From an optimization exercise on the open Yosys and OpenROAD flow, aimed at small area; shortcuts taken in it are not production practice. Function was checked by simulation only, so behaviour that the tests miss may differ from the original.

==> flow/design.v (excerpt) <==
module MX_MAC_hybrid_BPE #(
	parameter M_out_width = 16
)
(
	input  logic        clk_i,
	input  logic        rstn,
	input  logic [7:0]  a_mant0,
	input  logic [7:0]  a_mant1,
	input  logic [7:0]  a_mant2,
	input  logic [7:0]  a_mant3,
	input  logic [7:0]  b_mant0,
	input  logic [7:0]  b_mant1,
	input  logic [7:0]  b_mant2,
	input  logic [7:0]  b_mant3,
	input  logic [9:0]  a_exp_in0,
	input  logic [9:0]  a_exp_in1,
	input  logic [9:0]  a_exp_in2,
	input  logic [9:0]  a_exp_in3,
	input  logic [9:0]  b_exp_in0,
	input  logic [9:0]  b_exp_in1,
	input  logic [9:0]  b_exp_in2,
	input  logic [9:0]  b_exp_in3,
	input  logic [3:0]  a_sign_in0,
	input  logic [3:0]  a_sign_in1,
	input  logic [3:0]  a_sign_in2,
	input  logic [3:0]  a_sign_in3,
	input  logic [3:0]  b_sign_in0,
	input  logic [3:0]  b_sign_in1,
	input  logic [3:0]  b_sign_in2,
	input  logic [3:0]  b_sign_in3,
	input  logic [1:0]  prec_mode,
	input  logic [1:0]  FP_mode,
	input  logic [7:0]  shared_exp_added,
	input  logic        A_valid,
	input  logic        B_valid,
	output logic [M_out_width-1:0] MAC_mant_out,
	output logic [7:0] MAC_exp_out,
	output logic MAC_sign_out
);
logic [15:0] accum_mant;
logic [7:0]  accum_exp;
logic        accum_sign;
logic [15:0] out_mant;
logic [7:0]  out_exp;
logic        out_sign;
logic        keep_mant;
mac_core core0 (.a_mant0(a_mant0), .a_mant1(a_mant1), .a_mant2(a_mant2), .a_mant3(a_mant3),
	.b_mant0(b_mant0), .b_mant1(b_mant1), .b_mant2(b_mant2), .b_mant3(b_mant3),
	.a_exp_in0(a_exp_in0), .a_exp_in1(a_exp_in1), .a_exp_in2(a_exp_in2), .a_exp_in3(a_exp_in3),
	.b_exp_in0(b_exp_in0), .b_exp_in1(b_exp_in1), .b_exp_in2(b_exp_in2), .b_exp_in3(b_exp_in3),
	.a_sign_in0(a_sign_in0), .a_sign_in1(a_sign_in1), .a_sign_in2(a_sign_in2), .a_sign_in3(a_sign_in3),
	.b_sign_in0(b_sign_in0), .b_sign_in1(b_sign_in1), .b_sign_in2(b_sign_in2), .b_sign_in3(b_sign_in3),
	.prec_mode(prec_mode), .FP_mode(FP_mode), .shared_exp_added(shared_exp_added),
	.accum_FP32({accum_sign, accum_exp, accum_mant}),
  ...
Size in the first run: about 3000 cells after synthesis, ~25 flip-flops, roughly 220 I/O pins, roughly 0.019 mm^2 of cells after synthesis.
export LEC_CHECK = 0
export ABC_AREA = 1
export CAP_MARGIN = 20
export CORE_MARGIN = 2
export CORE_UTILIZATION = 40
export GPL_TIMING_DRIVEN = 0
export SLEW_MARGIN = 20
create_clock -name core_clock -period 30.0 [get_ports {clk_i}]
standard.sh (not shown) runs the stock make flow with config.mk's settings and CLKGATE_MAP_FILE= SYNTH_SCRIPT=/design/flow/synth_recipe.tcl, a recipe that flattens the netlist after the stock synthesis.
==> flow/flow/run.sh <==
#!/bin/bash
# Standard layout (standard.sh) with these changes to how it is made:
#  - ABC's area script replaced by flow/abc_area.script (choice computation
#    and area-oriented mapping); synthesis is otherwise unchanged;
#  - no full/half-adder cell extraction before ABC (ADDER_MAP_FILE empty);
#  - port buffers made from the smallest buffer cell.
set -e
rm -rf scripts_mod
cp -r "$FLOW_HOME/scripts" scripts_mod
cp flow/abc_area.script scripts_mod/abc_area.script
export SCRIPTS_DIR="$PWD/scripts_mod"
export ADDER_MAP_FILE=
export BUFFER_PORTS_ARGS="-buffer_cell sky130_fd_sc_hd__buf_1"
bash standard.sh > standard.log 2>&1
==> flow/flow/abc_area.script <==
strash
&get -n
&dch -f
&nf -R 1000 -p
&st
&dch -f
&nf -R 1000 -p
&put
topo
stime -c
The first run passed the timing, DRC and antenna checks.
==> next run, changes <==
==> flow/flow/abc_area.script (replaced) <==
strash
&get -n
&dch -f
&nf -R 1000 -p
&st
&dch -f
&nf -R 1000 -p
&put
topo
stime -c
buffer -c
upsize -c
dnsize -c
Settings changed: CORE_UTILIZATION 40 to 65, GPL_TIMING_DRIVEN 0 to default.
=> Non-clock buffer count grows by 9; count of clock-buffer cells in the layout grows by 1; worst setup slack is better by 0.18 ns; core utilization grows by 23 points; via count grows by 5.1%; cell count shrinks by 5.6%.
==> next run, changes <==
Settings changed: CORE_UTILIZATION 65 to 40.
Result: Register-to-register slack improves by 0.24 ns; wire length is lower by 0.54%; count of clock-buffer cells in the layout went down by 1; cell area goes up by 1.7%; area after synthesis is unchanged; global-route usage is lower by 14 points; core utilization goes down by 26 points; synthesized cell count does not change; critical path depth goes down by 6.
==> next run, changes <==
--- a/flow/flow/run.sh
+++ b/flow/flow/run.sh
@@ -1,6 +1,7 @@
 #!/bin/bash
 # Standard layout (standard.sh) with these changes to how it is made:
-#  - ABC's area script replaced by flow/abc_area.script (choice computation
-#    and area-oriented mapping); synthesis is otherwise unchanged;
+#  - ABC's area script replaced by flow/abc_area.script (AIG optimisation
+#    with &deepsyn, choice computation and area-oriented mapping);
+#    synthesis is otherwise unchanged;
 #  - no full/half-adder cell extraction before ABC (ADDER_MAP_FILE empty);
 #  - port buffers made from the smallest buffer cell.
==> flow/flow/abc_area.script (replaced) <==
strash
&get -n
&deepsyn -T 90
&dch -f
&nf -R 1000 -p
&st
&dch -f
&nf -R 1000 -p
&put
topo
stime -c
buffer -c
upsize -c
dnsize -c
Die area falls by about 5.5%.
Design area rises by 3.5%.
Global-route usage rises by 1.7 points.
Worst setup slack loses 0.79 ns.

MX_MAC_hybrid_BPE again, from the RTL that the note above started with.
clock: 30.0 ns
lec_check: 0
abc_area: 1
cap_margin: 20
core_margin: 2
core_utilization: 40
slew_margin: 20
==> flow/flow/run.sh <==
#!/bin/bash
# Standard layout (standard.sh) with these changes to how it is made:
#  - ABC's area script replaced by flow/abc_area.script (choice computation
#    and area-oriented mapping); synthesis is otherwise unchanged;
#  - no full/half-adder cell extraction before ABC (ADDER_MAP_FILE empty);
#  - port buffers made from the smallest buffer cell.
set -e
rm -rf scripts_mod
cp -r "$FLOW_HOME/scripts" scripts_mod
cp flow/abc_area.script scripts_mod/abc_area.script
export SCRIPTS_DIR="$PWD/scripts_mod"
export ADDER_MAP_FILE=
export BUFFER_PORTS_ARGS="-buffer_cell sky130_fd_sc_hd__buf_1"
bash standard.sh > standard.log 2>&1
==> flow/flow/abc_area.script <==
strash
&get -n
&dch -f
&nf -R 30 -p
&st
&dch -f
&nf -R 30 -p
&put
topo
stime -c
Rerun with:
==> flow/flow/run.sh (replaced) <==
#!/bin/bash
# Standard layout (standard.sh) with two changes to how it is made:
#  - ABC's area script replaced by flow/abc_area.script (choice computation
#    and area-oriented mapping); synthesis is otherwise unchanged;
#  - port buffers made from the smallest buffer cell.
set -e
rm -rf scripts_mod
cp -r "$FLOW_HOME/scripts" scripts_mod
cp flow/abc_area.script scripts_mod/abc_area.script
export SCRIPTS_DIR="$PWD/scripts_mod"
export BUFFER_PORTS_ARGS="-buffer_cell sky130_fd_sc_hd__buf_1"
bash standard.sh > standard.log 2>&1
==> flow/flow/abc_area.script (replaced) <==
strash
dch -f
map -a -B 0.9
topo
stime -c
buffer -c
upsize -c
dnsize -c
The changed run finished with timing, DRC and antenna clean; count of clock-buffer cells in the layout stays the same; worst setup slack got worse by 35 ps; cell area hardly moves; via count falls by 3.2%; synthesized area came out higher by 5.0%; core utilization shrinks by 2.1 points; routed wire length shrinks by 4.8%; worst hold slack improves by 13 ps; non-clock buffer count fell by 49; fmax stays flat.
Rerun with:
==> flow/flow/run.sh (replaced) <==
#!/bin/bash
# Standard layout (standard.sh) with these changes to how it is made:
#  - ABC's area script replaced by flow/abc_area.script (choice computation
#    and area-oriented mapping); synthesis is otherwise unchanged;
#  - no full/half-adder cell extraction before ABC (ADDER_MAP_FILE empty);
#  - port buffers made from the smallest buffer cell.
set -e
rm -rf scripts_mod
cp -r "$FLOW_HOME/scripts" scripts_mod
cp flow/abc_area.script scripts_mod/abc_area.script
export SCRIPTS_DIR="$PWD/scripts_mod"
export ADDER_MAP_FILE=
export BUFFER_PORTS_ARGS="-buffer_cell sky130_fd_sc_hd__buf_1"
bash standard.sh > standard.log 2>&1
==> flow/flow/abc_area.script (replaced) <==
strash
&get -n
&dch -f
&nf -R 60 -p
&st
&dch -f
&nf -R 60 -p
&put
topo
stime -c
After rerunning: Register-to-register slack is worse by 2100 ps; fmax fell slightly; via count fell slightly; hold slack stays flat; final cell count fell by a little under a tenth; flip-flop and latch count is unchanged; final area fell by a few percent; clock skew stays flat; non-clock buffer count rose by 56.
Rerun with:
--- a/flow/flow/run.sh
+++ b/flow/flow/run.sh
@@ -1,3 +1,3 @@
 #!/bin/bash
-# Standard layout (standard.sh) with these changes to how it is made:
+# Standard layout (standard.sh) with two changes to how it is made:
 #  - ABC's area script replaced by flow/abc_area.script (choice computation
==> flow/flow/abc_area.script (replaced) <==
strash
&get -n
&dch -f
&nf -R 1000 -p
&st
&dch -f
&nf -R 1000 -p
&put
topo
stime -c
buffer -c
upsize -c
dnsize -c
What happened: Core utilization came out lower by 2.5 points. Via count came out lower by 0.94%. Synthesized cell count came out higher by 4.4%. Final cell count came out higher by 0.69%. Sequential share of layout area hardly moves. Clock-buffer cell count stays the same. Cell area came out lower by 0.80%.
Rerun with:
--- a/flow/flow/run.sh
+++ b/flow/flow/run.sh
@@ -1,3 +1,3 @@
 #!/bin/bash
-# Standard layout (standard.sh) with two changes to how it is made:
+# Standard layout (standard.sh) with these changes to how it is made:
 #  - ABC's area script replaced by flow/abc_area.script (choice computation
==> flow/flow/abc_area.script (replaced) <==
strash
&get -n
&dch -f
&nf -R 1000 -p
&st
&dch -f
&nf -R 1000 -p
&put
topo
stime -c
What happened: Synthesized cell count fell by 4.1%; setup slack loses 110 ps; die area fell by 4.5%; design area hardly moves; area after synthesis shrinks by 4.6%; cell count decreases by 1.0%; wire length came out lower by 0.84%; core utilization climbs by 2.1 points.
Rerun with:
==> flow/flow/run.sh (replaced) <==
#!/bin/bash
# Standard layout (standard.sh) with two changes to how it is made:
#  - ABC's area script replaced by flow/abc_area.script (choice computation
#    and area-oriented mapping); synthesis is otherwise unchanged;
#  - port buffers made from the smallest buffer cell.
set -e
rm -rf scripts_mod
cp -r "$FLOW_HOME/scripts" scripts_mod
cp flow/abc_area.script scripts_mod/abc_area.script
export SCRIPTS_DIR="$PWD/scripts_mod"
export BUFFER_PORTS_ARGS="-buffer_cell sky130_fd_sc_hd__buf_1"
bash standard.sh > standard.log 2>&1
==> flow/flow/abc_area.script (replaced) <==
strash
&get -n
&dch -f
&nf -R 1000 -p
&st
&dch -f
&nf -R 1000 -p
&put
topo
stime -c
buffer -c
upsize -c
dnsize -c
Result:
- final cell count drops by a few percent
- global-route usage went up by 0.63 points
- design area climbs by a few percent
- first-iteration DRC count is higher by a little under a tenth

## static timing again, ports no longer ideal
In the flow no input, the clock included, has a driving cell. The finished layouts below were timed again as built, in two steps.
Step 1, drivers: a clkbuf_16 drives clk_i and a buf_2 each remaining input, both assumed.
Step 2 moves the port delays by t, midway between the first and last clock arrival at a register: inputs arrive t later, outputs are due t later. That takes back most of the time a late clock gives input paths.
a / b / c = ideal ports / drivers / drivers and shift; a / b = the first two.
run	t, ns	setup WS [ns]	latest minus earliest clock arrival (ns)
the first run of note 1	0.286	1.431 / 1.435 / 1.148	0.005 / 0.005
the second run of note 1	0.291	1.610 / 1.616 / 1.325	0.003 / 0.004
the third run of note 1	0.294	1.883 / 1.886 / 1.592	0.007 / 0.006
the fourth run of note 1	0.289	1.088 / 1.094 / 0.805	0.006 / 0.006
the first run of note 2	0.276	1.998 / 2.004 / 1.728	0.004 / 0.004
the second run of note 2	0.297	1.964 / 1.974 / 1.677	0.005 / 0.004
the third run of note 2	0.284	1.440 / 1.448 / 1.163	0.004 / 0.003
the fourth run of note 2	0.294	1.883 / 1.886 / 1.592	0.007 / 0.006
the fifth run of note 2	0.287	1.770 / 1.776 / 1.488	0.003 / 0.003
the sixth run of note 2	0.292	1.636 / 1.643 / 1.351	0.003 / 0.004
After both steps every run listed still meets setup and hold.
